What follows belongs to an exercise in optimizing a design on an open flow for small area; a production flow would make more cautious choices.
Only simulation tests tie the RTL to the original design; equivalence was not proved.

==> job 7225 <==
Design Top, start of the top module:
module Top(
	input i_clk,
	input i_rst,
	input i_start,
	input [31:0] i_init,
	output [3:0] o_random_out,
	output o_idle
);
  localparam M = 20;
  logic [31:0] s;
  logic        c;
  logic        raw;
  logic        idle;
  logic [8:0]  r;
  logic [5:0]  q;
  logic [3:0]  show;
  assign o_random_out = show;
  assign o_idle = idle;
  wire [31:0] ns = ~s;
  wire        nc = ~c;
  wire        hi_ones = &s[30:M];
  wire        a = s[31] ^ (c & hi_ones);
  wire        ones = (&s[M-1:1]) & (&s[30:M+1]) & (s[M] ^ c);
  wire        corner = ones & (s[0] | a);
  wire        e1  = a & ~raw;
  wire        ne1 = ~e1;
  wire        t31 = raw ? s[31] : (c & hi_ones);
  wire [31:0] prod;
  wire        prod_c;
  wire ys1 = ~(ns[0] ^ e1);
  wire yc2 = ns[0] | e1;
  wire ys3 = ns[1] ^ e1 ^ yc2;
  wire yc4 = (ns[1] & e1) | (yc2 & (ns[1] ^ e1));
  wire ys5 = ns[2] ^ e1 ^ yc4;
  wire yc6 = (ns[2] & e1) | (yc4 & (ns[2] ^ e1));
  wire ys7 = s[0] ^ ns[3] ^ yc6;
  wire yc8 = (s[0] & ns[3]) | (yc6 & (s[0] ^ ns[3]));
  wire ys9 = s[1] ^ ns[4] ^ yc8;
  wire yc10 = (s[1] & ns[4]) | (yc8 & (s[1] ^ ns[4]));
  wire ys11 = s[2] ^ ns[5] ^ yc10;
  wire yc12 = (s[2] & ns[5]) | (yc10 & (s[2] ^ ns[5]));
  wire ys13 = s[3] ^ ns[6];
  wire yc14 = s[3] & ns[6];
  wire ys15 = s[4] ^ ns[7] ^ yc14;
  wire yc16 = (s[4] & ns[7]) | (yc14 & (s[4] ^ ns[7]));
  wire ys17 = s[5] ^ ns[8] ^ yc16;
  wire yc18 = (s[5] & ns[8]) | (yc16 & (s[5] ^ ns[8]));
  wire ys19 = s[6] ^ ns[9] ^ yc18;
  wire yc20 = (s[6] & ns[9]) | (yc18 & (s[6] ^ ns[9]));
  wire ys21 = s[7] ^ ns[10] ^ yc20;
  wire yc22 = (s[7] & ns[10]) | (yc20 & (s[7] ^ ns[10]));
  wire ys23 = s[8] ^ ns[11] ^ yc22;
  wire yc24 = (s[8] & ns[11]) | (yc22 & (s[8] ^ ns[11]));
  ...
export LEC_CHECK = 0
export CAP_MARGIN = 20
export CORE_MARGIN = 2
export CORE_UTILIZATION = 40
export CTS_BUF_LIST = sky130_fd_sc_hd__clkbuf_8
export GPL_TIMING_DRIVEN = 0
export SLEW_MARGIN = 20
create_clock -name core_clock -period 12.0 [get_ports {i_clk}]
standard.sh (not shown) runs the stock make flow with config.mk's settings and CLKGATE_MAP_FILE= SYNTH_SCRIPT=/design/flow/synth_recipe.tcl, a recipe that flattens the netlist after the stock synthesis.
==> flow/flow/run.sh <==
#!/bin/bash
# Layout flow: the standard synthesis, then a netlist pass (flow/fixinv.py)
# that sets cells to their smallest drive strength and removes inverters
# around full adders (function unchanged, registers untouched), then the
# standard ORFS flow with minimum-size port buffers.
set -euo pipefail
R=orfs/results/${FLOW_PLATFORM}/Top/base
LIB=${FLOW_HOME}/platforms/${FLOW_PLATFORM}/lib/sky130_fd_sc_hd__tt_025C_1v80.lib
bash standard.sh synth > synth_make.log 2>&1
python3 flow/fixinv.py "$R/1_2_yosys.v" "$R/1_2_yosys.fixinv.v" --downsize "$LIB" > fixinv.log 2>&1
cp "$R/1_2_yosys.v" "$R/1_2_yosys.orig.v"
cp "$R/1_2_yosys.fixinv.v" "$R/1_2_yosys.v"
rm -f "$R/1_synth.odb" "$R/1_synth.sdc"
export BUFFER_PORTS_ARGS="-buffer_cell sky130_fd_sc_hd__buf_1"
bash standard.sh finish > layout_make.log 2>&1
Other scripts of this flow, unchanged in this note and not shown: flow/flow/fixinv.py
==> inputs of job 1771, as changes to job 7225 <==
--- a/flow/design.v
+++ b/flow/design.v
@@ -310,11 +310,12 @@
   localparam [23:0] HM = {24{1'b1}} << M;
   localparam [23:0] MK = ~(24'd1 << M);
   wire        inc24 = c & (&(s[23:0] | ~HM));
   wire        low_ones = (&(s[23:0] | ~MK)) & (s[M] ^ c);
   wire        cy24 = inc24 | (a & low_ones);
-  wire [3:0]  num = corner ? 4'd0 : (s[27:24] + {3'd0, cy24});
+  wire [3:0]  ninc = {cy24 & s[24] & s[25] & s[26], cy24 & s[24] & s[25], cy24 & s[24], cy24};
+  wire [3:0]  num = corner ? 4'd0 : (s[27:24] ^ ninc);
   wire r0 = (r == 9'd0);
   wire rlast = (r == 9'd33);
   wire [8:0] r_step = {r[7:0], ~(r[8] ^ r[4])};
   logic hq;
   always_comb begin
@@ -340,17 +341,16 @@
       raw <= 1'b0;
       idle <= idle ? ~i_start : fin;
       if (sample) show <= num;
     end
   end
+  wire [5:0] qt;
+  assign qt[0] = rlast;
+  genvar gi;
+  generate for (gi = 1; gi < 6; gi = gi + 1) begin : g_qt
+    assign qt[gi] = qt[gi-1] & q[gi-1];
+  end endgenerate
   always_ff @(posedge i_clk) begin
-    if (clr) begin
-      r <= 9'd0;
-      q <= 6'd0;
-    end else if (rlast) begin
-      r <= 9'd0;
-      q <= q + 6'd1;
-    end else begin
-      r <= r_step;
-    end
+    r <= (clr | rlast) ? 9'd0 : r_step;
+    q <= clr ? 6'd0 : (q ^ qt);
   end
 endmodule
==> flow/flow/run.sh (replaced) <==
#!/bin/bash
# Layout flow: the standard synthesis, then a netlist pass (flow/fixinv.py)
# that sets cells to their smallest drive strength and removes inverters
# around full adders (function unchanged, registers untouched), then the
# standard ORFS flow with minimum-size port buffers and a clock tree
# without dummy balancing loads.
set -euo pipefail
R=orfs/results/${FLOW_PLATFORM}/Top/base
LIB=${FLOW_HOME}/platforms/${FLOW_PLATFORM}/lib/sky130_fd_sc_hd__tt_025C_1v80.lib
bash standard.sh synth > synth_make.log 2>&1
python3 flow/fixinv.py "$R/1_2_yosys.v" "$R/1_2_yosys.fixinv.v" --downsize "$LIB" > fixinv.log 2>&1
cp "$R/1_2_yosys.v" "$R/1_2_yosys.orig.v"
cp "$R/1_2_yosys.fixinv.v" "$R/1_2_yosys.v"
rm -f "$R/1_synth.odb" "$R/1_synth.sdc"
export BUFFER_PORTS_ARGS="-buffer_cell sky130_fd_sc_hd__buf_1"
export CTS_ARGS="-sink_clustering_enable -sink_clustering_size 20 -sink_clustering_max_diameter 100 -repair_clock_nets -dont_use_dummy_load -buf_list sky130_fd_sc_hd__clkbuf_8"
bash standard.sh finish > layout_make.log 2>&1
- CTS_BUF_LIST: sky130_fd_sc_hd__clkbuf_8 -> unset
==> inputs of job 4747, as changes to job 7225 <==
--- a/flow/design.v
+++ b/flow/design.v
@@ -310,11 +310,12 @@
   localparam [23:0] HM = {24{1'b1}} << M;
   localparam [23:0] MK = ~(24'd1 << M);
   wire        inc24 = c & (&(s[23:0] | ~HM));
   wire        low_ones = (&(s[23:0] | ~MK)) & (s[M] ^ c);
   wire        cy24 = inc24 | (a & low_ones);
-  wire [3:0]  num = corner ? 4'd0 : (s[27:24] + {3'd0, cy24});
+  wire [3:0]  ninc = {cy24 & s[24] & s[25] & s[26], cy24 & s[24] & s[25], cy24 & s[24], cy24};
+  wire [3:0]  num = corner ? 4'd0 : (s[27:24] ^ ninc);
   wire r0 = (r == 9'd0);
   wire rlast = (r == 9'd33);
   wire [8:0] r_step = {r[7:0], ~(r[8] ^ r[4])};
   logic hq;
   always_comb begin
@@ -340,17 +341,16 @@
       raw <= 1'b0;
       idle <= idle ? ~i_start : fin;
       if (sample) show <= num;
     end
   end
+  wire [5:0] qt;
+  assign qt[0] = rlast;
+  genvar gi;
+  generate for (gi = 1; gi < 6; gi = gi + 1) begin : g_qt
+    assign qt[gi] = qt[gi-1] & q[gi-1];
+  end endgenerate
   always_ff @(posedge i_clk) begin
-    if (clr) begin
-      r <= 9'd0;
-      q <= 6'd0;
-    end else if (rlast) begin
-      r <= 9'd0;
-      q <= q + 6'd1;
-    end else begin
-      r <= r_step;
-    end
+    r <= (clr | rlast) ? 9'd0 : r_step;
+    q <= clr ? 6'd0 : (q ^ qt);
   end
 endmodule
==> flow/flow/run.sh (replaced) <==
#!/bin/bash
# Layout flow: the standard synthesis, then a netlist pass (flow/fixinv.py)
# that sets cells to their smallest drive strength and removes inverters
# around full adders (function unchanged, registers untouched), then the
# standard ORFS flow with minimum-size port buffers and a clock tree
# without dummy balancing loads; the buffers ABC inserted are removed at
# floorplan (the repair steps add buffers where needed).
set -euo pipefail
R=orfs/results/${FLOW_PLATFORM}/Top/base
LIB=${FLOW_HOME}/platforms/${FLOW_PLATFORM}/lib/sky130_fd_sc_hd__tt_025C_1v80.lib
bash standard.sh synth > synth_make.log 2>&1
python3 flow/fixinv.py "$R/1_2_yosys.v" "$R/1_2_yosys.fixinv.v" --downsize "$LIB" > fixinv.log 2>&1
cp "$R/1_2_yosys.v" "$R/1_2_yosys.orig.v"
cp "$R/1_2_yosys.fixinv.v" "$R/1_2_yosys.v"
rm -f "$R/1_synth.odb" "$R/1_synth.sdc"
export BUFFER_PORTS_ARGS="-buffer_cell sky130_fd_sc_hd__buf_1"
export REMOVE_ABC_BUFFERS=1
export CTS_ARGS="-sink_clustering_enable -sink_clustering_size 60 -sink_clustering_max_diameter 500 -repair_clock_nets -dont_use_dummy_load -buf_list sky130_fd_sc_hd__clkbuf_16"
bash standard.sh finish > layout_make.log 2>&1
- CTS_BUF_LIST: sky130_fd_sc_hd__clkbuf_8 -> unset
==> inputs of job 7552, as changes to job 7225 <==
==> flow/flow/run.sh (replaced) <==
#!/bin/bash
# Layout flow: the standard synthesis, then a netlist pass (flow/fixinv.py)
# that sets cells to their smallest drive strength and removes inverters
# around full adders (function unchanged, registers untouched), then the
# standard ORFS flow with minimum-size port buffers and power recovery
# (downsizing of non-critical cells) after global routing.
set -euo pipefail
R=orfs/results/${FLOW_PLATFORM}/Top/base
LIB=${FLOW_HOME}/platforms/${FLOW_PLATFORM}/lib/sky130_fd_sc_hd__tt_025C_1v80.lib
bash standard.sh synth > synth_make.log 2>&1
python3 flow/fixinv.py "$R/1_2_yosys.v" "$R/1_2_yosys.fixinv.v" --downsize "$LIB" > fixinv.log 2>&1
cp "$R/1_2_yosys.v" "$R/1_2_yosys.orig.v"
cp "$R/1_2_yosys.fixinv.v" "$R/1_2_yosys.v"
rm -f "$R/1_synth.odb" "$R/1_synth.sdc"
export BUFFER_PORTS_ARGS="-buffer_cell sky130_fd_sc_hd__buf_1"
export RECOVER_POWER=100
bash standard.sh finish > layout_make.log 2>&1
==> flow_summary.yaml <==
placement:
  gp_congestion: 0.8960
finish:
  area_share_nonclk_buffers_pct: 3.750
  sh_seq_area_pct: 22.04
  multi_input_cells: 245
critical_path:
  r2r_slack_ns: 2.24
  crit_fanout: 8
  startpoint: "c$_SDFF_PN0_"
status:
  status: "finished clean"
timing:
  tightest_slew_ns: 0.7859
floorplanning:
  fp.dieH_um: 110.2
global_route:
  grtUsageTotal_pct: 19.57
-- figures above: job 1771

==> flow_summary.yaml <==
global_route:
  grtUsageTotal_pct: 18.19
status:
  status: "finished clean"
critical_path:
  startpoint: "c$_SDFF_PN0_"
  path_class: "register to register"
  start_kind: "register"
  crit_fanout: 8
clock_tree:
  post-cts-setup-buffers: 0
floorplanning:
  fp.dieH_um: 110.2
placement:
  placedCellCount: 524
  gp_congestion: 0.8618
finish:
  area_share_nonclk_buffers_pct: 3.512
  multi_input_cells: 245
  sh_seq_area_pct: 21.83
-- figures above: job 4747

==> flow_summary.yaml <==
status:
  failed_checks: "capacitance limit, slew limit"
  status: "complete, but fails checks"
global_route:
  grtUsageTotal_pct: 18.77
placement:
  gp_congestion: 0.9022
finish:
  area_share_nonclk_buffers_pct: 3.705
floorplanning:
  fp.dieH_um: 111.5
job:
  maxCapViolCount: 1
timing:
  final_max_slew_viol_count: 8
-- figures above: job 7552

==> flow_summary.yaml <==
status:
  status: "finished clean"
critical_path:
  startpoint: "s[13]$_DFF_P_"
  crit_fanout: 4
  r2r_slack_ns: 2.52
floorplanning:
  fp.dieH_um: 111.5
finish:
  sh_seq_area_pct: 21.31
  multi_input_cells: 265
-- figures above: job 7225

==> re-timing with driven ports <==
How much do the figures lean on ideal ports? The routed layouts below were timed once more, with nothing changed but the port constraints. Step 1, drivers: a clkbuf_16 drives i_clk and a buf_2 each remaining input, both assumed. Step 2 also shifts input and output timing later by t, the mid clock arrival at the registers, as if the neighbouring blocks saw the same clock. Slacks: no drivers / after step 1 / after step 2; pairs: no drivers / after step 1.
run	t (ns)	setup WS [ns]	worst slew at a driven data input, ns	cell pins on the clock port's net
job 7225	0.352	2.525 / 2.525 / 2.525	0.03	1
job 1771	0.342	2.240 / 2.240 / 2.240	0.04	1
job 4747	0.328	2.284 / 2.284 / 2.284	0.04	1
job 7552	0.352	2.529 / 2.529 / 2.529	0.03	1
